Background: an optimization exercise with open tools, aiming at small area and a short achievable clock period. Do not read the settings as production practice.
Function was checked by simulation only, so behaviour that the tests miss may differ from the original.
Power is estimated from default activity; no workload was simulated.

[run.sh]
#!/bin/bash
# synth_recipe.tcl (not shown) runs the flow's synth.tcl, then flattens the netlist and writes it again
# the make line also repeats each setting of config.mk as NAME=value (left out here)
make -C /OpenROAD-flow-scripts/flow DESIGN_CONFIG=/design/flow/config.mk WORK_HOME=/design/flow/orfs CLKGATE_MAP_FILE= SYNTH_SCRIPT=/design/flow/synth_recipe.tcl finish
[config.mk]
export PLATFORM = sky130hd
export DESIGN_NAME = Microprocessor
export DESIGN_NICKNAME = Microprocessor
export VERILOG_FILES = /design/flow/design.v
export SDC_FILE = /design/flow/constraint.sdc
export NUM_CORES = 4
export LEC_CHECK = 0
export ABC_AREA = 1
export CAP_MARGIN = 20
export CORE_MARGIN = 2
export CORE_UTILIZATION = 48
export CTS_CLUSTER_DIAMETER = 70
export CTS_CLUSTER_SIZE = 25
export SETUP_SLACK_MARGIN = 3.0
export SLEW_MARGIN = 20
export TNS_END_PERCENT = 0
[constraint.sdc]
create_clock -name core_clock -period 6.0 [get_ports {oscillator}]
set_input_delay 1.2000 -clock core_clock [delete_from_list [all_inputs] [get_ports {oscillator}]]
set_output_delay 1.2000 -clock core_clock [all_outputs]
set_load 0.01 [all_outputs]
[design.v]
`timescale 1ns / 1ps
module Console(
    output [6:0]sseg,
    input [3:0]hex,
	 input n_valid   
    );
    assign sseg = (n_valid) ? 7'b1000000:
						(hex == 4'd0) ? 7'b0111111 :
						(hex == 4'd1) ? 7'b0000110 :
						(hex == 4'd2) ? 7'b1011011 :
						(hex == 4'd3) ? 7'b1001111:
						(hex == 4'd4) ? 7'b1100110 :
						(hex == 4'd5) ? 7'b1101101 :
						(hex == 4'd6) ? 7'b1111101 :
						(hex == 4'd7) ? 7'b0000111 :
						(hex == 4'd8) ? 7'b1111111 :
						(hex == 4'd9) ? 7'b1100111 :
						(hex == 4'd10) ? 7'b1110111 :
						(hex == 4'd11) ? 7'b1111100 :
						(hex == 4'd12) ? 7'b0111001 :
						(hex == 4'd13) ? 7'b1011110 :
						(hex == 4'd14) ? 7'b1111001 :
						7'b1110001 ;
endmodule
module Microprocessor(
    output mem_write,
    output mem_read,
    output reg_write,
    output [1:0]op,
    output [6:0]reg_num,
    output [6:0]pc_high,
    output [6:0]pc_low,
    output [7:0]instruction_address,
    output [6:0]rwd_1,
    output [6:0]rwd_0,
    output [1:0]r_symbol,
    input oscillator,
    input reset,
    input [7:0]instruction
    );
    reg [7:0] pc;
    reg [7:0] r [0:3];
    reg       valid;       
    reg [1:0] opc;         
    reg [1:0] rn;          
    reg [7:0] disp;        
    reg [6:0] pch_q, pcl_q;  
    wire [1:0] op_i = instruction[7:6];
    wire [1:0] sa   = instruction[5:4];
    wire [1:0] sb   = instruction[3:2];
    wire [7:0] ra = r[sa];
    wire [7:0] rb = r[sb];
    wire [9:0] qd [0:3];
    genvar k, n;
    generate
        for (k = 0; k < 4; k = k + 1) begin : rq
            assign qd[k][0] = (r[k][7:2] == 6'd63);
            for (n = 1; n < 10; n = n + 1) begin : d
                assign qd[k][n] = (r[k][7:2] == n - 1);
            end
        end
    endgenerate
    wire [9:0] qs = qd[sa];
    wire [1:0] l  = ra[1:0];
    wire       b0p = (l == 2'd3);
    wire       b2m = (l == 2'd0);
    wire       b3m = ~l[1];
    wire [7:0] rs [0:3];
    generate
        for (n = 0; n < 8; n = n + 1) begin : rsel
            assign rs[0][n] = b0p ? qs[n]   : qs[n+1];
            assign rs[1][n] = qs[n+1];
            assign rs[2][n] = b2m ? qs[n+2] : qs[n+1];
            assign rs[3][n] = b3m ? qs[n+2] : qs[n+1];
        end
    endgenerate
    wire [1:0] bk = l + instruction[1:0];
    wire [3:0] bs = 4'b0001 << bk;
    wire       st = (op_i == 2'b10);
    wire [7:0] bd [0:3];            
    generate
        for (k = 0; k < 4; k = k + 1) begin : bank
            wire [7:0] acc [0:8];
            assign acc[0] = 8'd0;
            for (n = 0; n < 8; n = n + 1) begin : row
                localparam integer A = 4 * n + k;
                reg [7:0] w;
                always @(posedge oscillator or posedge reset)
                    if (reset)
                        w <= (A < 16) ? A : 16 - A;
                    else if (st && bs[k] && rs[k][n])
                        w <= rb;
                assign acc[n+1] = acc[n] | ({8{rs[k][n]}} & w);
            end
            assign bd[k] = acc[8];
        end
    endgenerate
    wire [7:0] rdata = ({8{bs[0]}} & bd[0]) | ({8{bs[1]}} & bd[1]) |
                       ({8{bs[2]}} & bd[2]) | ({8{bs[3]}} & bd[3]);
    wire [7:0] g0 = ra & rb;
    wire [7:0] p0 = ra ^ rb;
    wire [7:0] g1, p1, g2, p2, g3;
    generate
        for (n = 0; n < 8; n = n + 1) begin : pfx
            if (n >= 1) begin : l1
                assign g1[n] = g0[n] | (p0[n] & g0[n-1]);
                assign p1[n] = p0[n] & p0[n-1];
            end else begin : l1z
                assign g1[n] = g0[n];
                assign p1[n] = p0[n];
            end
            if (n >= 2) begin : l2
                assign g2[n] = g1[n] | (p1[n] & g1[n-2]);
                assign p2[n] = p1[n] & p1[n-2];
            end else begin : l2z
                assign g2[n] = g1[n];
                assign p2[n] = p1[n];
            end
            if (n >= 4) begin : l3
                assign g3[n] = g2[n] | (p2[n] & g2[n-4]);
            end else begin : l3z
                assign g3[n] = g2[n];
            end
        end
    endgenerate
    wire [7:0] sum = p0 ^ {g3[6:0], 1'b0};
    wire [7:0] wdata = instruction[6] ? rdata : sum;
    wire [1:0] wsel  = instruction[6] ? sb : instruction[1:0];
    wire       wen   = ~instruction[7];
    wire [7:0] pc_p1 = pc + 8'd1;
    wire [7:0] pc_p2 = {pc[7:1] + 7'd1, pc[0]};
    wire [7:0] pc_m1 = pc - 8'd1;
    reg  [7:0] pc_next;
    always @(*) begin
        if (op_i != 2'b11)
            pc_next = pc_p1;
        else case (instruction[1:0])
            2'b00: pc_next = pc_p1;
            2'b01: pc_next = pc_p2;
            2'b10: pc_next = pc_m1;
            default: pc_next = pc;
        endcase
    end
    wire [6:0] pch_d, pcl_d;
    Console c_pch (pch_d, pc_next[7:4], 1'b0);
    Console c_pcl (pcl_d, pc_next[3:0], 1'b0);
    always @(posedge oscillator or posedge reset) begin
        if (reset) begin
            pc <= 8'd0;
            r[0] <= 8'd0; r[1] <= 8'd0; r[2] <= 8'd0; r[3] <= 8'd0;
            valid <= 1'b0;
            pch_q <= 7'h3F; pcl_q <= 7'h3F;    
        end else begin
            pc <= pc_next;
            pch_q <= pch_d; pcl_q <= pcl_d;
            if (wen) r[wsel] <= wdata;
            valid <= wen;
        end
    end
    always @(posedge oscillator) begin
        opc  <= op_i;
        rn   <= wsel;
        disp <= wdata;
    end
    Console c_rwd1(rwd_1,   disp[7:4], ~valid);
    Console c_rwd0(rwd_0,   disp[3:0], ~valid);
    Console c_rn  (reg_num, {2'b00, rn}, ~valid);
    assign pc_high   = pch_q;
    assign pc_low    = pcl_q;
    assign instruction_address = pc;
    assign op        = opc;
    assign mem_write = (opc == 2'b10);
    assign mem_read  = (opc == 2'b01);
    assign reg_write = ~opc[1];
    assign r_symbol  = 2'b11;
endmodule
==> impl_metrics.env, run 1 <==
export IMPL_htree_levels=1
export IMPL_pwr_share_comb=0.330
export IMPL_async_flop_share=0.963
export IMPL_fin_crit_sh=0.549
export IMPL_syn_to_final_growth_pct=15.2
export IMPL_cts_sinks=323
export IMPL_synth_mux_area_frac=0
export IMPL_nets=2198
export IMPL_worst_slew_pin_slew_ns=1.00
export IMPL_fp_dieArea_um2=36000
export IMPL_cts_tree="done"
export IMPL_synthFlopType="dfrtp_1"
export IMPL_syn_area_um2=16600
export IMPL_routed_wirelength_um=47900
export IMPL_crit_start="instruction[5]"
export IMPL_r2r_end="r[1][1]"
export IMPL_cpPeakStageDelay_ns=0.31
export IMPL_ys_ff_latch=323
export IMPL_fin_cells=2649
export IMPL_seq_area_frac_synth=0.495
export IMPL_drc=0
export IMPL_slew_headroom=0.332
export IMPL_cts_buffers_inserted=25
export IMPL_drtAntennaViolNets=0
export IMPL_post_drt_wl_per_cell_um=18.1
export IMPL_root_buffer="clkbuf_16"
export IMPL_swShare=0.387
export IMPL_pin_count=60
export IMPL_num_rows=68
export IMPL_antenna_found_initial=0
export IMPL_cp_start_kind="primary input"
export IMPL_layout_drive_gt1_share=0.191
export IMPL_ir_drop_uv=293
export IMPL_numPlacedInstances=2577
export IMPL_setup_violations=0
export IMPL_grt_pass1_wl_um=75100
export IMPL_dr_pass1_iters=5
export IMPL_period_needed_ns=3.29
export IMPL_synth_compound_area_frac=0.136
export IMPL_synth_adder_area_share=0.0103
export IMPL_coreArea_um2=34300
export IMPL_cp_buffers_inverters=5
export IMPL_yosys_warnings=2
export IMPL_path_clk_slew_ns=0.08
export IMPL_critPathArrivalTime_ns=3.78
export IMPL_worstSkewPairLatency_ns=0.57
export IMPL_die_w_um=190
export IMPL_critPathTopFamily="simple AND/OR/NAND/NOR gates"
export IMPL_gp_congestion=0.885
export IMPL_drt_iter0_drc=1110
export IMPL_initial_core_util=0.483
export IMPL_p_sw_mw=2.87
export IMPL_ff2ff_path_depth=15
export IMPL_cts_buffer_depth=3
export IMPL_r2r_setup_slack_ns=3.22
export IMPL_vias_per_cell=5.46
export IMPL_fin_setup_tns_ns=0
export IMPL_critPathCaptureType="flop"
export IMPL_timing_worst_setup_path_type="primary input to flop"
export IMPL_synth_top_family_by_area="simple AND/OR/NAND/NOR gates"
export IMPL_synth_xor_area_frac=0.00740
export IMPL_r2r_start="r[1][2]"
export IMPL_crit_path_cell_trace="buf_4, inv_6, nand2_4, or2_2, nand2_4, inv_1, ha_2, xor2_1, or2_4, nand2_4, inv_4, nor2_4, o21ai_1, nand2_1, inv_2, nand2_1, nand3_1, nand2_1"
export IMPL_path_depth=18
export IMPL_leakage_nw=8.64
export IMPL_hpwl_um=31700
export IMPL_grt_use_total=0.265
export IMPL_diodes=0
export IMPL_cp_max_fo=15
export IMPL_cts_hold_fix_buffers=0
export IMPL_grt_max_degree=159
export IMPL_synth_cells=2130
export IMPL_ys_types=49
export IMPL_clkPwrFrac=0.250
export IMPL_rsz0062_at_grt="yes"
export IMPL_slew_viol_final=0
export IMPL_overflow=0
export IMPL_intPower_mw=4.53
export IMPL_critPathSlowestCell="or2_2"
export IMPL_cp_required_ns=6.49
export IMPL_synth_edff_count=0
export IMPL_max_cap_violations=0
export IMPL_synth_simple_area_share=0.292
export IMPL_vias=14469
export IMPL_port_buffers=57
export IMPL_crit_end="r[1][1]"
export IMPL_status="no timing/DRC/antenna violations"
export IMPL_synth_area_per_cell_um2=7.78
export IMPL_hp_class="flop to flop"
export IMPL_dieHeight_um=190
export IMPL_grt_pass1_vias=13244
export IMPL_fmax_mhz=304
export IMPL_powerDensity_nw_per_um2=388
export IMPL_finalHoldViolCount=0
export IMPL_fin_skew_ns=0.0279
export IMPL_seq_power_share=0.421
[tightest hold or removal path, cell delays in order (launching register included)]
cell and delay, ns:
dfstp_2 0.38, nand2_1 0.05, o21ai_1 0.05
[sequential cells by signal, summed over array words and instances (netlist names)]
| name | flops |
|---|---|
| r | 32 |
| bank.row.w | 256 |
| rn | 2 |
| opc | 2 |
| pcl_q | 7 |
| pc | 8 |
| pch_q | 7 |
| valid | 1 |
| disp | 8 |
[Yosys cell counts, types with 6 or more instances]
master | count | area [um^2]
a21boi_0 | 6 | 45.0
a21oi_1 | 33 | 165
buf_4 | 9 | 67.6
buf_6 | 16 | 180
clkbuf_1 | 53 | 199
dfrtp_1 | 175 | 4380
dfstp_2 | 136 | 3570
dfxtp_1 | 12 | 240
ha_1 | 12 | 150
inv_1 | 121 | 454
inv_2 | 12 | 45.0
nand2_1 | 830 | 3120
nand2_2 | 16 | 100
nand2_4 | 18 | 203
nand3_1 | 104 | 521
nand4_1 | 37 | 231
nor2_1 | 115 | 432
nor3_1 | 9 | 45.0
o211ai_1 | 6 | 45.0
o21ai_0 | 176 | 881
o21ai_1 | 125 | 626
o21ai_2 | 20 | 175
o22ai_1 | 11 | 68.8
or2_2 | 7 | 43.8
xor2_1 | 12 | 105
[worst min path at each step]
stage	from	slack, ns	cells past startpoint	to
floorplan	r[2][6]	0.45	2	r[2][6]
global placement	bank[3].row[6].w[7]	0.46	2	bank[3].row[6].w[7]
detailed placement	bank[2].row[6].w[4]	0.46	2	bank[2].row[6].w[4]
CTS	bank[3].row[7].w[7]	0.48	2	bank[3].row[7].w[7]
global route	bank[2].row[4].w[5]	0.49	2	bank[2].row[4].w[5]
finish	bank[3].row[7].w[7]	0.48	2	bank[3].row[7].w[7]
[cell families (layout without fill, tap and decap cells)]
logic type / after synthesis / count (layout)
AOI/OAI and AO/OA: 407 / 407
xor gates and xnor gates: 14 / 14
adders and majority gates: 13 / 13
buffers and inverters: 221 / 281
DFF: 323 / 323
other: 1 / 2
and+or+nand+nor: 1151 / 1154
[through the flow]
step	area [um^2]	worst slack (ns)	total power [mW]	util	hold slack (ns)
after global placement	17500	1.01	5.33	0.509	0.461
after global routing	19100	2.59	7.84	0.556	0.489
final	19100	2.71	7.40	0.556	0.476
after floorplan	16600	0.770	4.52	-	0.449
after detailed placement	17500	0.929	5.37	0.509	0.465
after CTS	18800	2.73	7.35	0.550	0.477
[timing repair]
item / CTS / global route
endpoints found under the hold margin: 0 / 0
setup buffers: 15 / 6
setup endpoints to repair: 327 / 328
pin swaps: 17 / 13
gates cloned: 3 / 2
gates resized for setup: 131 / 42
[metal layers]
metal / global-route usage / up-vias / wire, um
met2: 0.412 / 400 / 21500
met5: 0 / - / 0
met3: 0.0288 / 75 / 2620
met4: 0.0745 / 0 / 1270
met1: 0.393 / 6966 / 22500
li1: - / 7028 / -
[final cells by class]
class | instances | area, um^2
fillers | 3212 | 15200
clock buffers | 26 | 639
repair inverters | 1 | 7.51
flip-flops and latches | 323 | 8210
inverters | 138 | 553
well taps | 455 | 569
clock inverters | 20 | 267
repair buffers | 96 | 973
multi-input cells | 1590 | 7860
[power groups by stage]
stage               Combinational [mW]  Clock (mW)  Sequential, mW
detailed placement                2.24           0            3.13
global route                      2.71        1.96            3.17
floorplan                         1.50           0            3.02
finish                            2.44        1.85            3.11
global placement                  2.20           0            3.13
CTS                               2.36        1.88            3.10
[layout by cell type (no fill, tap or decap), types with 6 or more instances in the layout]
| cell type | netlist | final |
|---|---|---|
| nand2_1 | 830 | 793 |
| dfrtp_1 | 175 | 174 |
| o21ai_0 | 176 | 169 |
| dfstp_2 | 136 | 136 |
| o21ai_1 | 125 | 122 |
| inv_1 | 121 | 116 |
| nand3_1 | 104 | 103 |
| nor2_1 | 115 | 96 |
| clkdlybuf4s50_1 | 0 | 45 |
| nand2_2 | 16 | 43 |
| nand4_1 | 37 | 37 |
| buf_4 | 9 | 31 |
| nand2_4 | 18 | 28 |
| a21oi_1 | 33 | 26 |
| o21ai_2 | 20 | 26 |
| clkbuf_16 | 0 | 25 |
| nor2_2 | 4 | 16 |
| inv_2 | 12 | 12 |
| nor2_4 | 2 | 12 |
| xor2_1 | 12 | 12 |
| ha_1 | 12 | 10 |
| nor3_1 | 9 | 8 |
| buf_12 | 0 | 8 |
| inv_6 | 0 | 7 |
| or2_2 | 7 | 7 |
| a21oi_2 | 0 | 7 |
| o211ai_1 | 6 | 6 |
| clkinv_2 | 0 | 6 |
| a21boi_0 | 6 | 6 |
| o22ai_1 | 11 | 6 |
| dlygate4sd2_1 | 0 | 6 |
==> run 2, diff against run 1 <==
--- a/config.mk
+++ b/config.mk
@@ -8,9 +8,10 @@
 export ABC_AREA = 1
 export CAP_MARGIN = 20
 export CORE_MARGIN = 2
-export CORE_UTILIZATION = 48
+export CORE_UTILIZATION = 55
 export CTS_CLUSTER_DIAMETER = 70
 export CTS_CLUSTER_SIZE = 25
+export GPL_ROUTABILITY_DRIVEN = 0
 export SETUP_SLACK_MARGIN = 3.0
 export SLEW_MARGIN = 20
 export TNS_END_PERCENT = 0
==> impl_metrics.env, run 2 <==
export IMPL_routed_wirelength_um=47200
export IMPL_hold_depth=2
export IMPL_pin_count=60
export IMPL_ys_ff_latch=323
export IMPL_synth_area_leaders="dfrtp_1 (26%), dfstp_2 (22%), nand2_1 (19%)"
export IMPL_synth_top_cells_by_count="nand2_1 (830), o21ai_0 (176), dfrtp_1 (175)"
export IMPL_ff2ff_path_depth=16
export IMPL_synth_area_per_cell_um2=7.78
export IMPL_slew_viol_final=0
export IMPL_final_seq_area_um2=8210
export IMPL_critPathCaptureType="flop"
export IMPL_final_common_cell="nand2_1"
export IMPL_root_buffer="clkbuf_16"
export IMPL_leakage_nw=8.65
export IMPL_fp_dieArea_um2=31500
export IMPL_async_flop_share=0.963
export IMPL_fin_setup_tns_ns=0
export IMPL_synthFlopType="dfrtp_1"
export IMPL_worst_slew_pin_slew_ns=0.919
export IMPL_fillers=2636
export IMPL_max_cap_violations=0
export IMPL_synth_compound_area_frac=0.136
export IMPL_slew_headroom=0.384
export IMPL_path_clk_slew_ns=0.08
export IMPL_synth_adder_area_share=0.0103
export IMPL_fmax_mhz=307
export IMPL_post_route_util=0.642
export IMPL_period_needed_ns=3.26
export IMPL_synth_most_common_cell="nand2_1"
export IMPL_fin_skew_ns=0.0182
export IMPL_r2r_end="r[3][4]"
export IMPL_largest_reg_flops=256
export IMPL_num_rows=63
export IMPL_synth_top_area_frac=0.264
export IMPL_syn_to_final_growth_pct=14.9
export IMPL_powerDensity_nw_per_um2=388
export IMPL_reg_top3="bank.row.w x256, r x32"
export IMPL_top_register="bank.row.w"
export IMPL_drc=0
export IMPL_dr_pass1_iters=8
export IMPL_synth_edff_count=0
export IMPL_cp_max_fo=14
export IMPL_stdcell_area_um2=19000
export IMPL_min_to="bank[3].row[6].w[4]"
export IMPL_diodes=0
export IMPL_synth_cells=2130
export IMPL_cp_required_ns=6.45
export IMPL_dieHeight_um=178
export IMPL_cts_tree="done"
export IMPL_hpwl_um=31400
export IMPL_cp_start_kind="primary input"
export IMPL_seq_area_frac_synth=0.495
export IMPL_yosysTopAreaCell="dfrtp_1"
export IMPL_synth_mux_area_frac=0
export IMPL_r2r_start="r[1][2]"
export IMPL_die_w_um=178
export IMPL_setup_violations=0
export IMPL_htree_levels=1
export IMPL_layout_common_cells="nand2_1 (791), dfrtp_1 (174), o21ai_0 (169), dfstp_2 (136), o21ai_1 (125)"
export IMPL_r2r_setup_slack_ns=3.12
export IMPL_vias=14512
export IMPL_coreArea_um2=29600
export IMPL_ys_types=49
export IMPL_nets=2200
export IMPL_antenna_found_initial=0
export IMPL_syn_area_um2=16600
export IMPL_synth_simple_area_share=0.292
export IMPL_cts_sinks=323
export IMPL_rsz0062_at_grt="yes"
export IMPL_overflow=0
export IMPL_grt_max_degree=123
export IMPL_status="no timing/DRC/antenna violations"
export IMPL_dpl_instance_area_um2=17400
export IMPL_min_from="bank[3].row[6].w[4]"
export IMPL_multiInputGateArea_um2=7870
export IMPL_grt_pass1_vias=13607
export IMPL_yosys_warnings=2
export IMPL_fin_crit_sh=0.543
export IMPL_worstSkewPairLatency_ns=0.56
export IMPL_port_buffers=57
export IMPL_hp_class="flop to flop"
export IMPL_drt_iter0_drc=1401
export IMPL_initial_core_util=0.559
export IMPL_cts_buffers_inserted=24
export IMPL_layout_drive_gt1_share=0.192
export IMPL_cts_buffer_depth=3
export IMPL_post_drt_wl_per_cell_um=18.3
export IMPL_ir_drop_uv=301
export IMPL_timing_worst_setup_path_type="primary input to flop"
export IMPL_grt_use_total=0.303
export IMPL_synth_top_family_by_area="simple AND/OR/NAND/NOR gates"
export IMPL_critPathArrivalTime_ns=3.71
export IMPL_finalHoldViolCount=0
export IMPL_cts_hold_fix_buffers=0
export IMPL_drtAntennaViolNets=0
export IMPL_vias_per_cell=5.61
export IMPL_grt_pass1_wl_um=74900
export IMPL_synth_xor_area_frac=0.00740
[run 2: critical path, stage by stage]
cell	delay, ns
buf_6	0.15
clkinvlp_4	0.15
o21a_1	0.22
o21bai_1	0.22
nor2_1	0.14
buf_4	0.21
nand3_1	0.11
nand2_2	0.15
nand2_1	0.12
nand4_1	0.25
o21ai_2	0.25
nand2_1	0.16
inv_1	0.10
nand2_1	0.11
nand3_1	0.11
nand2_1	0.05
[run 2: cells by family after synthesis]
family / Yosys count
buf+inv: 221
other cells: 1
simple gates: 1151
compound gates: 407
flops: 323
xor+xnor: 14
fa+ha+maj: 13
[run 2: final cells by class]
cell class | instances | share of cell area
well taps | 390 | 0.0256
clock buffers | 26 | 0.0336
multi-input cells | 1588 | 0.414
repair inverters | 1 | 0.000395
inverters | 138 | 0.0288
clock inverters | 18 | 0.0137
flip-flops and latches | 323 | 0.431
repair buffers | 101 | 0.0528
[run 2: per-stage QoR]
stage / hold slack (ns) / worst slack, ns / power [mW] / std cells
2_1_floorplan: 0.449 / 0.770 / 4.52 / 2131
3_3_place_gp: 0.460 / 1.16 / 5.32 / 2513
6_report: 0.475 / 2.74 / 7.38 / 2585
4_1_cts: 0.477 / 2.73 / 7.29 / 2576
3_5_place_dp: 0.465 / 1.12 / 5.35 / 2513
5_1_grt: 0.488 / 2.61 / 7.81 / 2585
[run 2: metal layers]
metal,wire [um],vias to the layer above,track usage
met5,0,-,0
met4,1560,0,0.0939
met3,3200,101,0.0377
met2,21300,502,0.472
met1,21200,6879,0.443
li1,-,7030,-
[run 2: repair_timing]
action / CTS / global route
resized for setup: 116 / 59
setup endpoints to repair: 331 / 328
setup buffers: 17 / 9
pin swaps: 12 / 20
gates cloned: 2 / 0
[run 2: report_power, final]
group	switching (mW)	total (mW)	internal, mW	leakage [nW]
combinational	1.56	2.43	0.866	4.35
clock	0.927	1.85	0.919	0.434
sequential	0.371	3.11	2.74	3.87
total	2.86	7.38	4.52	8.65
[run 2: worst max path at each step]
stage                     slack, ns             endpoint            from
after floorplan                0.77  bank[0].row[0].w[0]           reset
after global placement         1.16  bank[3].row[6].w[3]  instruction[5]
after detailed placement       1.12  bank[3].row[6].w[1]  instruction[5]
after CTS                      2.73              r[2][0]  instruction[5]
after global routing           2.61              r[0][4]  instruction[4]
final                          2.74              r[3][4]  instruction[4]
==> run 3, diff against run 2 <==
--- a/config.mk
+++ b/config.mk
@@ -11,7 +11,6 @@
 export CORE_UTILIZATION = 55
 export CTS_CLUSTER_DIAMETER = 70
 export CTS_CLUSTER_SIZE = 25
-export GPL_ROUTABILITY_DRIVEN = 0
 export SETUP_SLACK_MARGIN = 3.0
 export SLEW_MARGIN = 20
 export TNS_END_PERCENT = 0
==> impl_metrics.env, run 3 <==
export IMPL_htree_levels=1
export IMPL_antenna_found_initial=0
export IMPL_post_route_util=0.643
export IMPL_fin_crit_sh=0.542
export IMPL_critPathCaptureType="primary output"
export IMPL_drt_iter0_drc=1419
export IMPL_critPathMostFrequentCell="o21ai_0"
export IMPL_vias_per_cell=5.60
export IMPL_cp_start_kind="flop"
export IMPL_critPathArrivalTime_ns=2.05
export IMPL_dpl_instance_area_um2=17400
export IMPL_layout_common_cells="nand2_1 (789), dfrtp_1 (174), o21ai_0 (170), dfstp_2 (136), o21ai_1 (125)"
export IMPL_grt_use_total=0.304
export IMPL_crit_end="rwd_1[6]"
export IMPL_worst_slew_pin_slew_ns=0.963
export IMPL_hpwl_um=31400
export IMPL_die_w_um=178
export IMPL_r2r_setup_slack_ns=3.17
export IMPL_synth_top_family_by_area="simple AND/OR/NAND/NOR gates"
export IMPL_synth_mux_area_frac=0
export IMPL_timing_worst_setup_path_type="flop to primary output"
export IMPL_routed_wirelength_um=47600
export IMPL_slew_headroom=0.358
export IMPL_cts_tree="done"
export IMPL_synth_most_common_cell="nand2_1"
export IMPL_critPathSlowestCell="clkdlybuf4s50_1"
export IMPL_period_needed_ns=3.25
export IMPL_top_register="bank.row.w"
export IMPL_grt_pass1_vias=13292
export IMPL_stdcell_area_um2=19100
export IMPL_yosys_warnings=2
export IMPL_cts_sinks=323
export IMPL_syn_area_um2=16600
export IMPL_numPlacedInstances=2513
export IMPL_initial_core_util=0.559
export IMPL_gr_usage_met1=0.449
export IMPL_grt_max_degree=134
export IMPL_cpPeakStageDelay_ns=0.56
export IMPL_final_common_cell="nand2_1"
export IMPL_synth_top_area_frac=0.264
export IMPL_synthFlopType="dfrtp_1"
export IMPL_use_met2=0.473
export IMPL_vias=14468
export IMPL_rsz0062_at_grt="yes"
export IMPL_synth_xor_area_frac=0.00740
export IMPL_async_flop_share=0.963
export IMPL_cts_buffers_inserted=24
export IMPL_hp_class="flop to flop"
export IMPL_layout_drive_gt1_share=0.195
export IMPL_root_buffer="clkbuf_16"
export IMPL_ff2ff_path_depth=15
export IMPL_gp_congestion=0.937
export IMPL_fp_dieArea_um2=31500
export IMPL_syn_to_final_growth_pct=15.2
export IMPL_drc=0
export IMPL_slew_viol_final=0
export IMPL_cp_required_ns=4.80
export IMPL_synth_simple_area_share=0.292
export IMPL_drtAntennaViolNets=0
export IMPL_fin_cells=2584
export IMPL_dieHeight_um=178
export IMPL_seq_area_frac_synth=0.495
export IMPL_num_rows=63
export IMPL_fillers=2616
export IMPL_fin_skew_ns=0.0326
export IMPL_post_drt_wl_per_cell_um=18.4
export IMPL_ys_ff_latch=323
export IMPL_max_cap_violations=0
export IMPL_finalHoldViolCount=0
export IMPL_cp_max_fo=8
export IMPL_use_met3=0.0428
export IMPL_ys_types=49
export IMPL_synth_compound_area_frac=0.136
export IMPL_synth_cells=2130
export IMPL_grt_pass1_wl_um=74800
export IMPL_r2r_start="pc[2]"
export IMPL_powerDensity_nw_per_um2=387
export IMPL_cts_buffer_depth=3
export IMPL_crit_path_cell_trace="inv_1, o21ai_0, a211oi_1, o21ai_0, clkdlybuf4s50_1"
export IMPL_dr_pass1_iters=5
export IMPL_diodes=0
export IMPL_pin_count=60
export IMPL_path_clk_slew_ns=0.09
export IMPL_leakage_nw=8.69
export IMPL_status="no timing/DRC/antenna violations"
export IMPL_largest_reg_flops=256
export IMPL_synth_edff_count=0
export IMPL_synth_adder_area_share=0.0103
export IMPL_synth_top_cells_by_count="nand2_1 (830), o21ai_0 (176), dfrtp_1 (175)"
export IMPL_yosysTopAreaCell="dfrtp_1"
export IMPL_reg_top3="bank.row.w x256, r x32"
export IMPL_worstSkewPairLatency_ns=0.57
export IMPL_fin_hold_ws_ns=0.475
export IMPL_synth_area_per_cell_um2=7.78
export IMPL_fmax_mhz=307
export IMPL_port_buffers=57
export IMPL_overflow=0
export IMPL_setup_violations=0
export IMPL_nets=2199
export IMPL_ir_drop_uv=308
export IMPL_r2r_end="pch_q[6]"
export IMPL_cts_hold_fix_buffers=0
export IMPL_busiest_layer="met2"
export IMPL_crit_start="disp[4]"
export IMPL_coreArea_um2=29600
export IMPL_synth_area_leaders="dfrtp_1 (26%), dfstp_2 (22%), nand2_1 (19%)"
export IMPL_fin_setup_tns_ns=0
==> run 3: cell counts after synthesis <==
Identical to the previous run, type by type.
==> run 3: what timing repair did <==
| item | CTS | global route |
|---|---|---|
| setup buffers | 14 | 9 |
| resized for setup | 128 | 79 |
| gates cloned | 3 | 1 |
| pin swaps | 9 | 28 |
| setup endpoints to repair | 331 | 333 |
| endpoints found under the hold margin | 0 | 0 |
==> run 3: metal layers <==
| metal | wire (um) | part of all wire |
|---|---|---|
| met2 | 21900 | 0.46 |
| met4 | 1160 | 0.024 |
| met5 | 0 | 0 |
| met3 | 3220 | 0.068 |
| met1 | 21400 | 0.45 |
==> run 3: through the flow <==
| stage | power [mW] | worst slack [ns] |
|---|---|---|
| global route | 7.82 | 2.64 |
| floorplan | 4.52 | 0.770 |
| global placement | 5.32 | 1.08 |
| detailed placement | 5.37 | 1.06 |
| finish | 7.38 | 2.75 |
| CTS | 7.30 | 2.74 |
==> run 3: logic make-up (layout without fill, tap and decap cells) <==
| group | after synthesis | in the layout |
|---|---|---|
| AOI/OAI and AO/OA | 407 | 407 |
| xor gates and xnor gates | 14 | 14 |
| adders and majority gates | 13 | 13 |
| buffers and inverters | 221 | 282 |
| DFF | 323 | 323 |
| other | 1 | 2 |
| and+or+nand+nor | 1151 | 1153 |
==> run 3: where the power goes <==
| group | switching (mW) | internal (mW) | leakage (nW) | total, mW |
|---|---|---|---|---|
| clock | 0.941 | 0.857 | 0.427 | 1.80 |
| combinational | 1.59 | 0.876 | 4.39 | 2.47 |
| sequential | 0.373 | 2.74 | 3.87 | 3.11 |
==> run 3: area by class of cell <==
cell class | instances | area (um^2) | area share
sequential | 323 | 8220 | 0.431
multi-input combinational | 1589 | 7920 | 0.415
timing repair buffer | 100 | 1000 | 0.0527
clock buffer | 25 | 604 | 0.0317
inverter | 138 | 552 | 0.0289
tap | 390 | 488 | 0.0256
clock inverter | 19 | 278 | 0.0146
==> run 3: worst min path at each step <==
stage,depth (start not counted),from,slack (ns),end
2_1_floorplan,2,r[2][6],0.45,r[2][6]
3_3_place_gp,2,bank[2].row[5].w[5],0.46,bank[2].row[5].w[5]
3_5_place_dp,2,bank[2].row[6].w[1],0.46,bank[2].row[6].w[1]
4_1_cts,2,bank[2].row[6].w[1],0.48,bank[2].row[6].w[1]
5_1_grt,2,bank[2].row[6].w[1],0.49,bank[2].row[6].w[1]
6_report,2,bank[2].row[5].w[5],0.48,bank[2].row[5].w[5]
==> run 3: worst max-delay path, delay by kind of cell, from the launching register on <==
family / cells / cell delay [ns]
DFF: 1 / 0.40
buffers and inverters: 2 / 0.67
AOI/OAI and AO/OA: 3 / 0.44
==> run 4, diff against run 3 <==
--- a/config.mk
+++ b/config.mk
@@ -9,6 +9,7 @@
 export CAP_MARGIN = 20
 export CORE_MARGIN = 2
 export CORE_UTILIZATION = 55
+export CTS_BUF_LIST = sky130_fd_sc_hd__clkbuf_8 sky130_fd_sc_hd__clkbuf_16
 export CTS_CLUSTER_DIAMETER = 70
 export CTS_CLUSTER_SIZE = 25
 export SETUP_SLACK_MARGIN = 3.0
==> impl_metrics.env, run 4 <==
export IMPL_status="no timing/DRC/antenna violations"
export IMPL_cp_start_kind="flop"
export IMPL_syn_to_final_growth_pct=15.2
export IMPL_htree_levels=1
export IMPL_synth_area_leaders="dfrtp_1 (26%), dfstp_2 (22%), nand2_1 (19%)"
export IMPL_drt_iter0_drc=1420
export IMPL_vias=14471
export IMPL_ir_drop_uv=307
export IMPL_synth_edff_count=0
export IMPL_worst_slew_pin_slew_ns=0.963
export IMPL_period_needed_ns=3.25
export IMPL_coreArea_um2=29600
export IMPL_gr_usage_met1=0.449
export IMPL_stdcell_area_um2=19100
export IMPL_drtAntennaViolNets=0
export IMPL_dieHeight_um=178
export IMPL_critPathArrivalTime_ns=2.05
export IMPL_leakage_nw=8.69
export IMPL_drc=0
export IMPL_pin_count=60
export IMPL_synth_area_per_cell_um2=7.78
export IMPL_ys_ff_latch=323
export IMPL_overflow=0
export IMPL_cts_buffers_inserted=24
export IMPL_gp_congestion=0.937
export IMPL_timing_worst_setup_path_type="flop to primary output"
export IMPL_hpwl_um=31400
export IMPL_fin_crit_sh=0.542
export IMPL_routed_wirelength_um=47600
export IMPL_ys_types=49
export IMPL_vias_per_cell=5.60
export IMPL_final_common_cell="nand2_1"
export IMPL_layout_drive_gt1_share=0.195
export IMPL_layout_common_cells="nand2_1 (789), dfrtp_1 (174), o21ai_0 (170), dfstp_2 (136), o21ai_1 (125)"
export IMPL_initial_core_util=0.559
export IMPL_num_rows=63
export IMPL_antenna_found_initial=0
export IMPL_slew_viol_final=0
export IMPL_fmax_mhz=307
export IMPL_dpl_instance_area_um2=17400
export IMPL_cts_tree="done"
export IMPL_port_buffers=57
export IMPL_finalHoldViolCount=0
export IMPL_grt_use_total=0.304
export IMPL_grt_pass1_vias=13292
export IMPL_power_mw=7.38
export IMPL_max_cap_violations=0
export IMPL_setup_violations=0
export IMPL_largest_reg_flops=256
export IMPL_post_route_util=0.643
export IMPL_seq_area_frac_synth=0.495
export IMPL_dr_pass1_iters=5
export IMPL_synthFlopType="dfrtp_1"
export IMPL_synth_most_common_cell="nand2_1"
export IMPL_grt_pass1_wl_um=74800
export IMPL_post_drt_wl_per_cell_um=18.4
export IMPL_syn_area_um2=16600
export IMPL_path_clk_slew_ns=0.09
export IMPL_ff2ff_path_depth=15
export IMPL_use_met2=0.473
export IMPL_synth_top_area_frac=0.264
export IMPL_fp_dieArea_um2=31500
export IMPL_cts_sinks=323
export IMPL_nets=2199
export IMPL_cts_hold_fix_buffers=0
export IMPL_top_register="bank.row.w"
export IMPL_root_buffer="clkbuf_16"
export IMPL_yosys_warnings=2
export IMPL_worstSkewPairLatency_ns=0.57
export IMPL_diodes=0
export IMPL_rsz0062_at_grt="yes"
export IMPL_use_met3=0.0428
export IMPL_cp_max_fo=8
export IMPL_critPathCaptureType="primary output"
export IMPL_cp_required_ns=4.80
export IMPL_slew_headroom=0.358
export IMPL_final_seq_area_um2=8220
export IMPL_fin_skew_ns=0.0330
export IMPL_die_w_um=178
export IMPL_multiInputGateArea_um2=7920
export IMPL_yosysTopAreaCell="dfrtp_1"
export IMPL_synth_top_cells_by_count="nand2_1 (830), o21ai_0 (176), dfrtp_1 (175)"
export IMPL_reg_top3="bank.row.w x256, r x32"
export IMPL_grt_max_degree=134
export IMPL_busiest_layer="met2"
export IMPL_hp_class="flop to flop"
export IMPL_async_flop_share=0.963
export IMPL_cts_buffer_depth=3
export IMPL_fillers=2616
export IMPL_hold_depth=2
export IMPL_powerDensity_nw_per_um2=387
export IMPL_synth_cells=2130
export IMPL_fin_setup_tns_ns=0
## run 4: final timing paths
path | start | end | slack (ns)
max reg2reg | pc[2] | pch_q[6] | 3.18
min | bank[2].row[5].w[5] | bank[2].row[5].w[5] | 0.48
max | disp[4] | rwd_1[6] | 2.75
min in group asynchronous | reset | bank[2].row[6].w[0] | 1.18
min reg2reg | bank[2].row[5].w[5] | bank[2].row[5].w[5] | 0.48
max in group asynchronous | reset | bank[3].row[3].w[4] | 3.98
## run 4: final cells by class
class,instances,area share
Inverter,138,0.0289
Multi-Input combinational cell,1589,0.415
Clock inverter,20,0.0148
Clock buffer,24,0.0315
Tap cell,390,0.0256
Timing Repair Buffer,100,0.0527
Sequential cell,323,0.431
## run 4: per-layer routing
metal | part of all wire | vias to the layer above
met5 | 0 | -
met4 | 0.025 | 0
met3 | 0.066 | 73
met2 | 0.46 | 432
met1 | 0.45 | 6927
li1 | - | 7039
## run 4: logic make-up (layout without fill, tap and decap cells)
logic type / after synthesis / after routing / synth area share
xor+xnor: 14 / 14 / 0.00740
fa+ha+maj: 13 / 13 / 0.0103
compound gates: 407 / 407 / 0.136
other cells: 1 / 2 / 0.000226
buf+inv: 221 / 282 / 0.0598
flops: 323 / 323 / 0.495
simple gates: 1151 / 1153 / 0.292
## run 4: through the flow
step / setup WS (ns) / hold WS [ns] / cells
2_1_floorplan: 0.770 / 0.449 / 2131
3_3_place_gp: 1.08 / 0.460 / 2513
5_1_grt: 2.64 / 0.489 / 2584
4_1_cts: 2.74 / 0.478 / 2574
6_report: 2.75 / 0.476 / 2584
3_5_place_dp: 1.06 / 0.464 / 2513
## run 4: what timing repair did
action	CTS	global route
pin swaps	9	28
setup buffers	14	9
setup endpoints to repair	331	333
cloned	3	1
gates resized for setup	128	79
## run 4: critical path: stages, from the launching register on
cell and delay, ns:
dfxtp_4 0.40, inv_1 0.11, o21ai_0 0.21, a211oi_1 0.07
o21ai_0 0.16, clkdlybuf4s50_1 0.56
## run 4: where the power goes
part	switching (mW)	total [mW]	internal (mW)
sequential	0.373	3.11	2.74
combinational	1.59	2.47	0.876
clock	0.943	1.80	0.856
==> run 5, diff against run 4 <==
==> flow/run.sh (new file) <==
#!/bin/bash
# Layout flow: the standard flow (standard.sh) with plain buf_2 cells
# buffering the ports instead of the delay cells buffer_ports picks by default.
# Its full output goes to layout.log here; ORFS's own logs are in orfs/logs.
set -euo pipefail
export BUFFER_PORTS_ARGS="-buffer_cell sky130_fd_sc_hd__buf_2"
bash standard.sh finish > layout.log 2>&1
==> standard.sh (new file) <==
#!/bin/bash
# synth_recipe.tcl (not shown) runs the flow's synth.tcl, then flattens the netlist and writes it again
# the make line also repeats each setting of config.mk as NAME=value (left out here)
make -C /OpenROAD-flow-scripts/flow DESIGN_CONFIG=/design/flow/config.mk WORK_HOME=/design/flow/orfs CLKGATE_MAP_FILE= SYNTH_SCRIPT=/design/flow/synth_recipe.tcl "${@:-finish}"
--- a/config.mk
+++ b/config.mk
@@ -9,7 +9,6 @@
 export CAP_MARGIN = 20
 export CORE_MARGIN = 2
 export CORE_UTILIZATION = 55
-export CTS_BUF_LIST = sky130_fd_sc_hd__clkbuf_8 sky130_fd_sc_hd__clkbuf_16
 export CTS_CLUSTER_DIAMETER = 70
 export CTS_CLUSTER_SIZE = 25
 export SETUP_SLACK_MARGIN = 3.0
removed: run.sh
==> impl_metrics.env, run 5 <==
export IMPL_grt_pass1_wl_um=77300
export IMPL_reg_top3="bank.row.w x256, r x32"
export IMPL_synth_area_per_cell_um2=7.78
export IMPL_routed_wirelength_um=51300
export IMPL_root_buffer="clkbuf_16"
export IMPL_fp_dieArea_um2=31500
export IMPL_diodes=0
export IMPL_synth_top_area_frac=0.264
export IMPL_cp_required_ns=6.49
export IMPL_vias=15111
export IMPL_cp_max_fo=5
export IMPL_slew_viol_final=0
export IMPL_top_register="bank.row.w"
export IMPL_die_w_um=178
export IMPL_ys_ff_latch=323
export IMPL_yosys_warnings=2
export IMPL_status="no timing/DRC/antenna violations"
export IMPL_swShare=0.405
export IMPL_fillers=2552
export IMPL_synth_top_cells_by_count="nand2_1 (830), o21ai_0 (176), dfrtp_1 (175)"
export IMPL_synth_most_common_cell="nand2_1"
export IMPL_cts_buffer_depth=3
export IMPL_cts_buffers_inserted=24
export IMPL_fin_crit_sh=0.527
export IMPL_syn_to_final_growth_pct=19.5
export IMPL_ys_types=49
export IMPL_fin_hold_ws_ns=0.478
export IMPL_async_flop_share=0.963
export IMPL_hp_class="flop to flop"
export IMPL_period_needed_ns=3.16
export IMPL_fin_setup_tns_ns=0
export IMPL_initial_core_util=0.559
export IMPL_cts_sinks=323
export IMPL_critPathArrivalTime_ns=3.66
export IMPL_fmax_mhz=316
export IMPL_drtAntennaViolNets=0
export IMPL_setup_violations=0
export IMPL_rsz0062_at_grt="yes"
export IMPL_pwr_share_comb=0.351
export IMPL_seq_area_frac_synth=0.495
export IMPL_gp_congestion=0.914
export IMPL_cp_start_kind="primary input"
export IMPL_vias_per_cell=5.73
export IMPL_fin_cells=2638
export IMPL_cts_tree="done"
export IMPL_synth_cells=2130
export IMPL_numPlacedInstances=2514
export IMPL_yosysTopAreaCell="dfrtp_1"
export IMPL_synth_area_leaders="dfrtp_1 (26%), dfstp_2 (22%), nand2_1 (19%)"
export IMPL_max_cap_violations=0
export IMPL_layout_drive_gt1_share=0.261
export IMPL_dpl_instance_area_um2=17100
export IMPL_stdcell_area_um2=19800
export IMPL_num_rows=63
export IMPL_nets=2253
export IMPL_timing_worst_setup_path_type="primary input to flop"
export IMPL_r2r_setup_slack_ns=3.24
export IMPL_ir_drop_uv=351
export IMPL_port_buffers=57
export IMPL_fin_skew_ns=0.0317
export IMPL_syn_area_um2=16600
export IMPL_leakage_nw=9.14
export IMPL_synth_edff_count=0
export IMPL_seq_power_share=0.410
export IMPL_worst_slew_pin_slew_ns=0.952
export IMPL_coreArea_um2=29600
export IMPL_dr_pass1_iters=10
export IMPL_cts_hold_fix_buffers=0
export IMPL_critPathCaptureType="flop"
export IMPL_largest_reg_flops=256
export IMPL_finalHoldViolCount=0
export IMPL_post_drt_wl_per_cell_um=19.4
export IMPL_worstSkewPairLatency_ns=0.58
export IMPL_p_sw_mw=3.07
export IMPL_antenna_found_initial=0
export IMPL_htree_levels=1
export IMPL_pin_count=60
export IMPL_drt_iter0_drc=1398
export IMPL_final_common_cell="nand2_1"
export IMPL_intPower_mw=4.51
export IMPL_layout_common_cells="nand2_1 (774), dfrtp_1 (175), o21ai_0 (167), dfstp_2 (136), o21ai_1 (123)"
export IMPL_overflow=0
export IMPL_clkPwrFrac=0.239
export IMPL_grt_pass1_vias=14009
export IMPL_hpwl_um=31600
export IMPL_powerDensity_nw_per_um2=383
export IMPL_synthFlopType="dfrtp_1"
export IMPL_drc=0
export IMPL_grt_max_degree=156
export IMPL_grt_use_total=0.314
export IMPL_path_clk_slew_ns=0.09
export IMPL_dieHeight_um=178
export IMPL_slew_headroom=0.365
[run 5: cell types whose count changed in the layout (fill, tap and decap cells not counted), moves of 9 or more]
| cell | delta |
|---|---|
| clkdlybuf4s50_1 | -42 |
| buf_4 | +30 |
| nand3_2 | +19 |
| buf_2 | +53 |
| nand3_1 | -24 |
| nand2_1 | -15 |
| buf_12 | +10 |
| nor2_1 | -9 |
| nand2_4 | +17 |
[run 5: final cells by class]
class	count	area, um^2	share of cell area
Inverter	138	587	0.0297
Tap cell	390	488	0.0247
Multi-Input combinational cell	1598	8370	0.423
Clock inverter	20	288	0.0145
Sequential cell	323	8190	0.414
Clock buffer	24	601	0.0303
Timing Repair Buffer	143	1250	0.0630
Timing Repair inverter	2	16.3	0.000822
[run 5: final timing paths]
| kind | start | to | depth (start not counted) |
|---|---|---|---|
| worst min register to register | bank[3].row[6].w[4] | bank[3].row[6].w[4] | 2 |
| worst min-delay path | bank[3].row[6].w[4] | bank[3].row[6].w[4] | 2 |
| worst max register to register | r[2][1] | r[2][7] | 17 |
| min in group asynchronous | reset | bank[2].row[1].w[0] | 2 |
| max in group asynchronous | reset | r[3][0] | 3 |
| worst max-delay path | instruction[3] | r[2][7] | 20 |
[run 5: timing repair]
action,in CTS,in global routing
pin swaps,32,67
endpoints found under the hold margin,0,0
endpoints found under the setup margin,306,313
buffers inserted,19,45
resized for setup,147,134
cloned,6,10
[run 5: worst max-delay path: stages]
cell and delay (ns):
buf_12 0.11, nand2_4 0.07, inv_4 0.05, a221o_1 0.35, o22ai_4 0.16, buf_12 0.14, inv_8 0.03, ha_4 0.14
a21oi_2 0.16, nand2_2 0.11, a21oi_2 0.17, o21bai_2 0.10, nand2_1 0.08, nand2_2 0.07, a21oi_2 0.16, xor2_1 0.16
nand2_1 0.11, nand2_4 0.14, nand2_2 0.06, nand2_1 0.07
[run 5: power groups by stage]
stage / clock network (mW) / logic, mW / registers (mW)
after floorplan: 0 / 1.50 / 3.02
after global placement: 0 / 2.10 / 3.13
after detailed placement: 0 / 2.14 / 3.13
after CTS: 1.84 / 2.37 / 3.10
after global routing: 1.92 / 2.93 / 3.17
final: 1.81 / 2.66 / 3.11
[run 5: through the flow]
step | power, mW | setup WS (ns) | utilization
floorplan | 4.52 | 0.770 | -
global placement | 5.23 | 1.50 | 0.578
detailed placement | 5.27 | 1.48 | 0.578
CTS | 7.30 | 2.87 | 0.634
global route | 8.02 | 2.73 | 0.668
finish | 7.59 | 2.84 | 0.668
[run 5: metal layers]
metal | track usage | share of wire
met1 | 0.447 | 0.43
met2 | 0.504 | 0.46
met3 | 0.0373 | 0.073
met4 | 0.0977 | 0.035
met5 | 0 | 0
[run 5: cell families after synthesis]
family | after synthesis | share of synthesized area
AO/OA/AOI/OAI | 407 | 0.136
XOR/XNOR | 14 | 0.00740
adder cells (fa/ha/maj) | 13 | 0.0103
buffers and inverters | 221 | 0.0598
flip-flops | 323 | 0.495
other | 1 | 0.000226
AND/OR/NAND/NOR | 1151 | 0.292
==> run 6, diff against run 5 <==
--- a/config.mk
+++ b/config.mk
@@ -11,6 +11,6 @@
 export CORE_UTILIZATION = 55
 export CTS_CLUSTER_DIAMETER = 70
 export CTS_CLUSTER_SIZE = 25
-export SETUP_SLACK_MARGIN = 3.0
+export SETUP_SLACK_MARGIN = 2.75
 export SLEW_MARGIN = 20
 export TNS_END_PERCENT = 0
==> impl_metrics.env, run 6 <==
export IMPL_final_common_cell="nand2_1"
export IMPL_timing_worst_setup_path_type="primary input to flop"
export IMPL_slew_viol_final=0
export IMPL_min_from="bank[3].row[6].w[4]"
export IMPL_hp_class="flop to flop"
export IMPL_overflow=0
export IMPL_synth_area_leaders="dfrtp_1 (26%), dfstp_2 (22%), nand2_1 (19%)"
export IMPL_reg_top3="bank.row.w x256, r x32"
export IMPL_leakage_nw=8.61
export IMPL_vias=14582
export IMPL_cpPeakStageDelay_ns=0.35
export IMPL_fillers=2648
export IMPL_yosysTopAreaCell="dfrtp_1"
export IMPL_r2r_end="r[2][7]"
export IMPL_grt_use_total=0.303
export IMPL_fmax_mhz=309
export IMPL_r2r_setup_slack_ns=3.13
export IMPL_fp_dieArea_um2=31500
export IMPL_cts_sinks=323
export IMPL_critPathSlowestCell="a221o_1"
export IMPL_path_clk_slew_ns=0.09
export IMPL_hpwl_um=31600
export IMPL_hold_depth=2
export IMPL_htree_levels=1
export IMPL_fin_crit_sh=0.539
export IMPL_cp_required_ns=6.49
export IMPL_rsz0062_at_grt="yes"
export IMPL_yosys_warnings=2
export IMPL_critPathArrivalTime_ns=3.73
export IMPL_cts_buffer_depth=3
export IMPL_post_drt_wl_per_cell_um=18.7
export IMPL_layout_common_cells="nand2_1 (784), dfrtp_1 (175), o21ai_0 (169), dfstp_2 (136), o21ai_1 (121)"
export IMPL_grt_max_degree=156
export IMPL_drtAntennaViolNets=0
export IMPL_dr_pass1_iters=7
export IMPL_layout_setup_ws_ns=2.76
export IMPL_seq_area_frac_synth=0.495
export IMPL_layout_drive_gt1_share=0.221
export IMPL_fin_setup_tns_ns=0
export IMPL_slew_headroom=0.380
export IMPL_cts_hold_fix_buffers=0
export IMPL_die_w_um=178
export IMPL_port_buffers=57
export IMPL_largest_reg_flops=256
export IMPL_drt_iter0_drc=1240
export IMPL_nets=2209
export IMPL_ys_types=49
export IMPL_finalHoldViolCount=0
export IMPL_fin_skew_ns=0.0301
export IMPL_powerDensity_nw_per_um2=386
export IMPL_coreArea_um2=29600
export IMPL_cts_buffers_inserted=24
export IMPL_dp_slack_ns=1.48
export IMPL_synth_area_per_cell_um2=7.78
export IMPL_crit_path_cell_trace="buf_12, nand2_8, inv_8, a221o_1, o22ai_4, buf_12, inv_1, ha_1, nand3_1, nand2_1, a21oi_2, o21bai_1, nand2_1, nand2_1, a21oi_2, xor2_1, nand2_1, nand2_4, nand2_1, nand2_1"
export IMPL_dieHeight_um=178
export IMPL_root_buffer="clkbuf_16"
export IMPL_setup_violations=0
export IMPL_synth_edff_count=0
export IMPL_grt_pass1_vias=13529
export IMPL_status="no timing/DRC/antenna violations"
export IMPL_min_to="bank[3].row[6].w[4]"
export IMPL_antenna_found_initial=0
export IMPL_synth_top_cells_by_count="nand2_1 (830), o21ai_0 (176), dfrtp_1 (175)"
export IMPL_cts_tree="done"
export IMPL_cp_start_kind="primary input"
export IMPL_ys_ff_latch=323
export IMPL_vias_per_cell=5.62
export IMPL_max_cap_violations=0
export IMPL_synth_cells=2130
export IMPL_cp_max_fo=6
export IMPL_r2r_start="r[2][1]"
export IMPL_pin_count=60
export IMPL_syn_to_final_growth_pct=14.9
export IMPL_routed_wirelength_um=48600
export IMPL_critPathMostFrequentCell="nand2_1"
export IMPL_drc=0
export IMPL_num_rows=63
export IMPL_diodes=0
export IMPL_worst_slew_pin_slew_ns=0.930
export IMPL_gp_congestion=0.914
export IMPL_ir_drop_uv=351
export IMPL_syn_area_um2=16600
export IMPL_grt_pass1_wl_um=74700
export IMPL_worstSkewPairLatency_ns=0.58
export IMPL_top_register="bank.row.w"
export IMPL_synth_most_common_cell="nand2_1"
export IMPL_ff2ff_path_depth=17
export IMPL_initial_core_util=0.559
export IMPL_period_needed_ns=3.24
export IMPL_critPathCaptureType="flop"
export IMPL_async_flop_share=0.963
export IMPL_synthFlopType="dfrtp_1"
export IMPL_synth_top_area_frac=0.264
[run 6: metal layers]
layer / vias to the layer above / track usage / share of wire / wire length, um
li1: 7058 / - / - / -
met3: 117 / 0.0422 / 0.068 / 3300
met1: 6938 / 0.431 / 0.44 / 21400
met2: 469 / 0.484 / 0.46 / 22300
met4: 0 / 0.0888 / 0.033 / 1590
met5: - / 0 / 0 / 0
[run 6: per-stage QoR]
stage,hold WS [ns],instances,area (um^2),total power [mW],utilization
after floorplan,0.449,2131,16600,4.52,-
after global placement,0.462,2514,17100,5.23,0.578
after detailed placement,0.465,2514,17100,5.27,0.578
after CTS,0.479,2559,18000,7.09,0.609
after global routing,0.489,2594,19000,7.79,0.642
final,0.475,2594,19000,7.35,0.642
[run 6: cell type report]
type | instances | area, um^2 | area share
Multi-Input combinational cell | 1588 | 7990 | 0.420
Inverter | 138 | 558 | 0.0293
Clock buffer | 24 | 601 | 0.0316
Clock inverter | 20 | 288 | 0.0151
Timing Repair inverter | 1 | 5.00 | 0.000263
Tap cell | 390 | 488 | 0.0256
Sequential cell | 323 | 8190 | 0.431
Timing Repair Buffer | 110 | 906 | 0.0476
[run 6: cell families (layout without fill, tap and decap cells)]
logic type,Yosys count,after routing,share of synthesized area
and+or+nand+nor,1151,1152,0.292
AOI/OAI and AO/OA,407,407,0.136
DFF,323,323,0.495
buffers and inverters,221,293,0.0598
xor gates and xnor gates,14,14,0.00740
adders and majority gates,13,13,0.0103
other,1,2,0.000226
[run 6: timing repair]
action,in CTS,in global routing
endpoints found under the setup margin,296,298
gates resized for setup,5,178
pin swaps,1,32
gates cloned,0,4
buffers inserted,1,31
[run 6: worst max path at each step]
stage | cells after the start | end | from
global route | 19 | r[3][7] | instruction[3]
finish | 20 | r[2][7] | instruction[2]
CTS | 16 | r[3][3] | instruction[4]
floorplan | 1 | bank[0].row[0].w[0] | reset
detailed placement | 18 | r[2][6] | instruction[2]
global placement | 18 | r[1][5] | instruction[4]
[run 6: worst max-delay path: cells and delay by family]
family,cells,cell delay (ns)
compound gates,5,0.95
xor+xnor,1,0.16
fa+ha+maj,1,0.30
buf+inv,4,0.35
simple gates,9,0.78
[run 6: report_power, final]
| group | total (mW) | switching, mW | internal [mW] |
|---|---|---|---|
| clock network | 1.81 | 0.952 | 0.858 |
| logic | 2.43 | 1.62 | 0.810 |
| registers | 3.11 | 0.377 | 2.73 |
| total | 7.35 | 2.95 | 4.40 |
==> run 7, diff against run 6 <==
==> run.sh (new file) <==
#!/bin/bash
# synth_recipe.tcl (not shown) runs the flow's synth.tcl, then flattens the netlist and writes it again
# the make line also repeats each setting of config.mk as NAME=value (left out here)
make -C /OpenROAD-flow-scripts/flow DESIGN_CONFIG=/design/flow/config.mk WORK_HOME=/design/flow/orfs CLKGATE_MAP_FILE= SYNTH_SCRIPT=/design/flow/synth_recipe.tcl finish
--- a/config.mk
+++ b/config.mk
@@ -9,8 +9,8 @@
 export CAP_MARGIN = 20
 export CORE_MARGIN = 2
 export CORE_UTILIZATION = 55
-export CTS_CLUSTER_DIAMETER = 70
-export CTS_CLUSTER_SIZE = 25
-export SETUP_SLACK_MARGIN = 2.75
+export CTS_CLUSTER_DIAMETER = 80
+export CTS_CLUSTER_SIZE = 35
+export SETUP_SLACK_MARGIN = 3.0
 export SLEW_MARGIN = 20
 export TNS_END_PERCENT = 0
removed: flow/run.sh
removed: standard.sh
==> impl_metrics.env, run 7 <==
export IMPL_path_depth=20
export IMPL_syn_area_um2=16600
export IMPL_path_clk_slew_ns=0.09
export IMPL_worstSkewPairLatency_ns=0.55
export IMPL_fin_skew_ns=0.0382
export IMPL_synth_top_family_by_area="simple AND/OR/NAND/NOR gates"
export IMPL_fp_dieArea_um2=31500
export IMPL_num_rows=63
export IMPL_synth_top_area_frac=0.264
export IMPL_ir_drop_uv=279
export IMPL_cts_buffers_inserted=18
export IMPL_numPlacedInstances=2513
export IMPL_cts_buffer_depth=3
export IMPL_finalHoldViolCount=0
export IMPL_port_buffers=57
export IMPL_gp_congestion=0.937
export IMPL_nets=2209
export IMPL_drc=0
export IMPL_routed_wirelength_um=48000
export IMPL_vias=14586
export IMPL_vias_per_cell=5.64
export IMPL_cts_hold_fix_buffers=0
export IMPL_ys_types=49
export IMPL_cp_start_kind="primary input"
export IMPL_synthFlopType="dfrtp_1"
export IMPL_critPathArrivalTime_ns=3.65
export IMPL_hold_depth=2
export IMPL_synth_compound_area_frac=0.136
export IMPL_period_needed_ns=3.24
export IMPL_pin_count=60
export IMPL_max_cap_violations=0
export IMPL_fin_cells=2588
export IMPL_drt_iter0_drc=1434
export IMPL_coreArea_um2=29600
export IMPL_status="no timing/DRC/antenna violations"
export IMPL_grt_max_degree=134
export IMPL_timing_worst_setup_path_type="primary input to flop"
export IMPL_layout_drive_gt1_share=0.196
export IMPL_leakage_nw=8.66
export IMPL_synth_simple_area_share=0.292
export IMPL_initial_core_util=0.559
export IMPL_fmax_mhz=308
export IMPL_synth_xor_area_frac=0.00740
export IMPL_syn_to_final_growth_pct=14.4
export IMPL_hpwl_um=31400
export IMPL_critPathCaptureType="flop"
export IMPL_die_w_um=178
export IMPL_seq_area_frac_synth=0.495
export IMPL_dr_pass1_iters=6
export IMPL_critPathMostFrequentCell="nand2_1"
export IMPL_largest_reg_flops=256
export IMPL_ys_ff_latch=323
export IMPL_slew_viol_final=0
export IMPL_grt_pass1_wl_um=74900
export IMPL_root_buffer="clkbuf_16"
export IMPL_r2r_setup_slack_ns=3.15
export IMPL_synth_top_cells_by_count="nand2_1 (830), o21ai_0 (176), dfrtp_1 (175)"
export IMPL_drtAntennaViolNets=0
export IMPL_cp_required_ns=6.41
export IMPL_fillers=2638
export IMPL_cts_tree="done"
export IMPL_worst_slew_pin_slew_ns=0.968
export IMPL_final_common_cell="nand2_1"
export IMPL_synth_cells=2130
export IMPL_top_register="bank.row.w"
export IMPL_layout_common_cells="nand2_1 (791), dfrtp_1 (174), o21ai_0 (170), dfstp_2 (136), o21ai_1 (126)"
export IMPL_reg_top3="bank.row.w x256, r x32"
export IMPL_cp_buffers_inverters=5
export IMPL_synth_area_leaders="dfrtp_1 (26%), dfstp_2 (22%), nand2_1 (19%)"
export IMPL_setup_violations=0
export IMPL_post_drt_wl_per_cell_um=18.5
export IMPL_synth_adder_area_share=0.0103
export IMPL_grt_use_total=0.305
export IMPL_hp_class="flop to flop"
export IMPL_antenna_found_initial=0
export IMPL_cp_max_fo=13
export IMPL_dp_slack_ns=1.06
export IMPL_ff2ff_path_depth=18
export IMPL_yosysTopAreaCell="dfrtp_1"
export IMPL_yosys_warnings=2
export IMPL_grt_pass1_vias=13370
export IMPL_dieHeight_um=178
export IMPL_htree_levels=1
export IMPL_synth_area_per_cell_um2=7.78
export IMPL_synth_edff_count=0
export IMPL_critPathTopFamily="simple AND/OR/NAND/NOR gates"
export IMPL_powerDensity_nw_per_um2=374
export IMPL_cts_sinks=323
export IMPL_cpPeakStageDelay_ns=0.23
export IMPL_rsz0062_at_grt="yes"
export IMPL_async_flop_share=0.963
export IMPL_diodes=0
export IMPL_overflow=0
export IMPL_slew_headroom=0.355
export IMPL_synth_most_common_cell="nand2_1"
export IMPL_synth_mux_area_frac=0
export IMPL_critPathSlowestCell="nand4_1"
export IMPL_crit_path_cell_trace="buf_6, inv_6, buf_4, nand3_1, nand2_1, nand2_1, nand2_1, nand2_4, nor2_4, buf_12, nand3_1, nand2_4, nand2_1, nand4_1, o21ai_2, nand2_1, inv_1, nand2_1, nand3_1, nand2_1"
export IMPL_fin_setup_tns_ns=0
export IMPL_fin_crit_sh=0.541
export IMPL_layout_setup_ws_ns=2.76
[run 7: changes by cell type in the layout (fill, tap and decap cells not counted), sizes merged]
| cell | before | now |
|---|---|---|
| dlygate4sd2 | 0 | 6 |
| inv | 143 | 138 |
| clkdlybuf4s50 | 0 | 44 |
| clkinvlp | 5 | 3 |
| nand2 | 864 | 866 |
| nor2 | 122 | 123 |
| clkbuf | 26 | 20 |
| dlymetal6s2s | 0 | 1 |
| buf | 108 | 60 |
| clkinv | 10 | 9 |
| bufbuf | 0 | 1 |
| clkdlybuf4s15 | 0 | 1 |
[run 7: path summary, 6_finish.rpt]
check,to,startpoint
max,r[3][4],instruction[4]
min,bank[2].row[6].w[1],bank[2].row[6].w[1]
max reg2reg,r[3][7],r[1][2]
min reg2reg,bank[2].row[6].w[1],bank[2].row[6].w[1]
max in group asynchronous,bank[0].row[0].w[3],reset
min in group asynchronous,bank[2].row[6].w[0],reset
[run 7: what timing repair did]
action / in CTS / in global routing
endpoints found under the setup margin: 331 / 330
resized for setup: 162 / 34
endpoints found under the hold margin: 0 / 0
setup buffers: 29 / 8
pin swaps: 27 / 18
cloned: 4 / 2
[run 7: logic make-up (layout without fill, tap and decap cells)]
logic type | Yosys count | in the layout
AOI/OAI and AO/OA | 407 | 407
xor gates and xnor gates | 14 | 14
adders and majority gates | 13 | 13
buffers and inverters | 221 | 284
DFF | 323 | 323
other | 1 | 2
and+or+nand+nor | 1151 | 1155
[run 7: layer usage]
| layer | share of wire | up-vias | global-route usage | routed length (um) |
|---|---|---|---|---|
| met4 | 0.024 | 0 | 0.0751 | 1170 |
| met5 | 0 | - | 0 | 0 |
| met2 | 0.46 | 435 | 0.479 | 22100 |
| met1 | 0.45 | 7028 | 0.449 | 21700 |
| met3 | 0.063 | 78 | 0.0379 | 3020 |
| li1 | - | 7045 | - | - |
[run 7: worst min-delay path, stage by stage (launching register included)]
cell,delay (ns)
dfstp_2,0.38
nand2_1,0.05
o21ai_1,0.05
[run 7: area by class of cell]
class / instances / area, um^2 / area share
clock inverters: 13 / 165 / 0.00872
inverters: 138 / 556 / 0.0293
multi-input cells: 1591 / 7910 / 0.417
clock buffers: 19 / 475 / 0.0251
flip-flops and latches: 323 / 8220 / 0.434
repair buffers: 114 / 1140 / 0.0601
well taps: 390 / 488 / 0.0258
[run 7: power by group]
group          switching (mW)  internal [mW]
Clock                   0.846          0.639
Sequential              0.373           2.74
Combinational            1.60          0.899
Total                    2.82           4.27
[run 7: stage by stage]
step | hold slack (ns) | area [um^2] | util | power, mW
floorplan | 0.449 | 16600 | - | 4.52
global placement | 0.460 | 17400 | 0.587 | 5.32
detailed placement | 0.464 | 17400 | 0.587 | 5.37
CTS | 0.479 | 18700 | 0.633 | 7.03
global route | 0.489 | 18900 | 0.639 | 7.51
finish | 0.478 | 18900 | 0.639 | 7.10
==> run 8, diff against run 7 <==
--- a/config.mk
+++ b/config.mk
@@ -10,7 +10,7 @@
 export CORE_MARGIN = 2
 export CORE_UTILIZATION = 55
 export CTS_CLUSTER_DIAMETER = 80
-export CTS_CLUSTER_SIZE = 35
+export CTS_CLUSTER_SIZE = 30
 export SETUP_SLACK_MARGIN = 3.0
 export SLEW_MARGIN = 20
 export TNS_END_PERCENT = 0
==> impl_metrics.env, run 8 <==
export IMPL_grt_use_total=0.305
export IMPL_drc=0
export IMPL_synthFlopType="dfrtp_1"
export IMPL_synth_top_cells_by_count="nand2_1 (830), o21ai_0 (176), dfrtp_1 (175)"
export IMPL_layout_common_cells="nand2_1 (788), dfrtp_1 (174), o21ai_0 (170), dfstp_2 (136), o21ai_1 (124)"
export IMPL_slew_headroom=0.359
export IMPL_ys_types=49
export IMPL_drt_iter0_drc=1517
export IMPL_max_cap_violations=0
export IMPL_gp_congestion=0.937
export IMPL_yosys_warnings=2
export IMPL_seq_area_frac_synth=0.495
export IMPL_timing_worst_setup_path_type="flop to primary output"
export IMPL_ir_drop_uv=275
export IMPL_rsz0062_at_grt="yes"
export IMPL_numPlacedInstances=2513
export IMPL_ys_ff_latch=323
export IMPL_post_drt_wl_per_cell_um=18.5
export IMPL_port_buffers=57
export IMPL_largest_reg_flops=256
export IMPL_critPathCaptureType="primary output"
export IMPL_cp_max_fo=4
export IMPL_dpl_instance_area_um2=17400
export IMPL_synth_adder_area_share=0.0103
export IMPL_num_rows=63
export IMPL_status="no timing/DRC/antenna violations"
export IMPL_vias=14514
export IMPL_slew_viol_final=0
export IMPL_cts_sinks=323
export IMPL_grt_pass1_vias=13406
export IMPL_fin_crit_sh=0.539
export IMPL_hpwl_um=31400
export IMPL_leakage_nw=8.58
export IMPL_worst_slew_pin_slew_ns=0.962
export IMPL_diodes=0
export IMPL_nets=2195
export IMPL_cts_tree="done"
export IMPL_synth_area_per_cell_um2=7.78
export IMPL_dr_pass1_iters=5
export IMPL_finalHoldViolCount=0
export IMPL_synth_mux_area_frac=0
export IMPL_initial_core_util=0.559
export IMPL_fin_skew_ns=0.0411
export IMPL_post_route_util=0.636
export IMPL_synth_top_family_by_area="simple AND/OR/NAND/NOR gates"
export IMPL_fin_setup_tns_ns=0
export IMPL_synth_most_common_cell="nand2_1"
export IMPL_dieHeight_um=178
export IMPL_async_flop_share=0.963
export IMPL_synth_area_leaders="dfrtp_1 (26%), dfstp_2 (22%), nand2_1 (19%)"
export IMPL_cts_buffer_depth=3
export IMPL_root_buffer="clkbuf_16"
export IMPL_yosysTopAreaCell="dfrtp_1"
export IMPL_powerDensity_nw_per_um2=375
export IMPL_top_register="bank.row.w"
export IMPL_power_mw=7.08
export IMPL_cp_start_kind="flop"
export IMPL_period_needed_ns=3.24
export IMPL_reg_top3="bank.row.w x256, r x32"
export IMPL_fmax_mhz=309
export IMPL_die_w_um=178
export IMPL_hp_class="flop to flop"
export IMPL_routed_wirelength_um=47700
export IMPL_path_clk_slew_ns=0.11
export IMPL_fp_dieArea_um2=31500
export IMPL_synth_simple_area_share=0.292
export IMPL_grt_pass1_wl_um=75000
export IMPL_drtAntennaViolNets=0
export IMPL_grt_max_degree=134
export IMPL_layout_drive_gt1_share=0.190
export IMPL_critPathArrivalTime_ns=2.04
==> run 8: cell type report <==
type / count / area (um^2)
well taps: 390 / 488
repair buffers: 101 / 1040
fillers: 2644 / 10800
inverters: 138 / 547
flip-flops and latches: 323 / 8220
clock buffers: 23 / 512
multi-input cells: 1590 / 7910
clock inverters: 9 / 133
==> run 8: power by group <==
part           leakage [nW]  internal (mW)  total [mW]  switching [mW]
registers              3.87           2.74        3.11           0.371
logic                  4.40          0.882        2.48            1.59
clock network         0.308          0.660        1.49           0.834
==> run 8: cell families after synthesis <==
logic type,count (synthesis)
and+or+nand+nor,1151
DFF,323
adders and majority gates,13
xor gates and xnor gates,14
AOI/OAI and AO/OA,407
other,1
buffers and inverters,221
==> run 8: per-stage QoR <==
step / hold WS [ns] / setup slack [ns]
after floorplan: 0.449 / 0.770
after global placement: 0.460 / 1.08
after detailed placement: 0.464 / 1.06
after CTS: 0.479 / 2.78
after global routing: 0.489 / 2.61
final: 0.478 / 2.76
==> run 8: path summary, 6_finish.rpt <==
path,start,end,slack (ns),cells past startpoint
worst max-delay path,disp[2],rwd_0[5],2.76,7
worst min-delay path,bank[2].row[6].w[1],bank[2].row[6].w[1],0.48,2
worst max register to register,pc[2],pch_q[6],3.18,15
worst min register to register,bank[2].row[6].w[1],bank[2].row[6].w[1],0.48,2
max in group asynchronous,reset,bank[0].row[0].w[3],3.95,3
min in group asynchronous,reset,bank[2].row[6].w[0],1.18,3
==> run 8: metal layers <==
metal | wire length (um) | share of wire | GRT usage | vias to the layer above
li1 | - | - | - | 7005
met3 | 2580 | 0.054 | 0.0379 | 75
met2 | 22100 | 0.46 | 0.478 | 458
met1 | 21800 | 0.46 | 0.449 | 6976
met4 | 1250 | 0.026 | 0.0809 | 0
met5 | 0 | 0 | 0 | -
==> run 8: critical path: stages, from the launching register on <==
cell	delay [ns]
dfxtp_4	0.41
inv_1	0.11
nor2_4	0.16
nand2_2	0.09
o211ai_1	0.10
nand2_1	0.07
inv_1	0.05
clkdlybuf4s50_1	0.52
==> run 8: repair_timing <==
action,in CTS,in global routing
buffers inserted,22,2
setup endpoints to repair,331,329
cloned,4,1
resized for setup,157,42
pin swaps,24,14
hold buffers,0,0
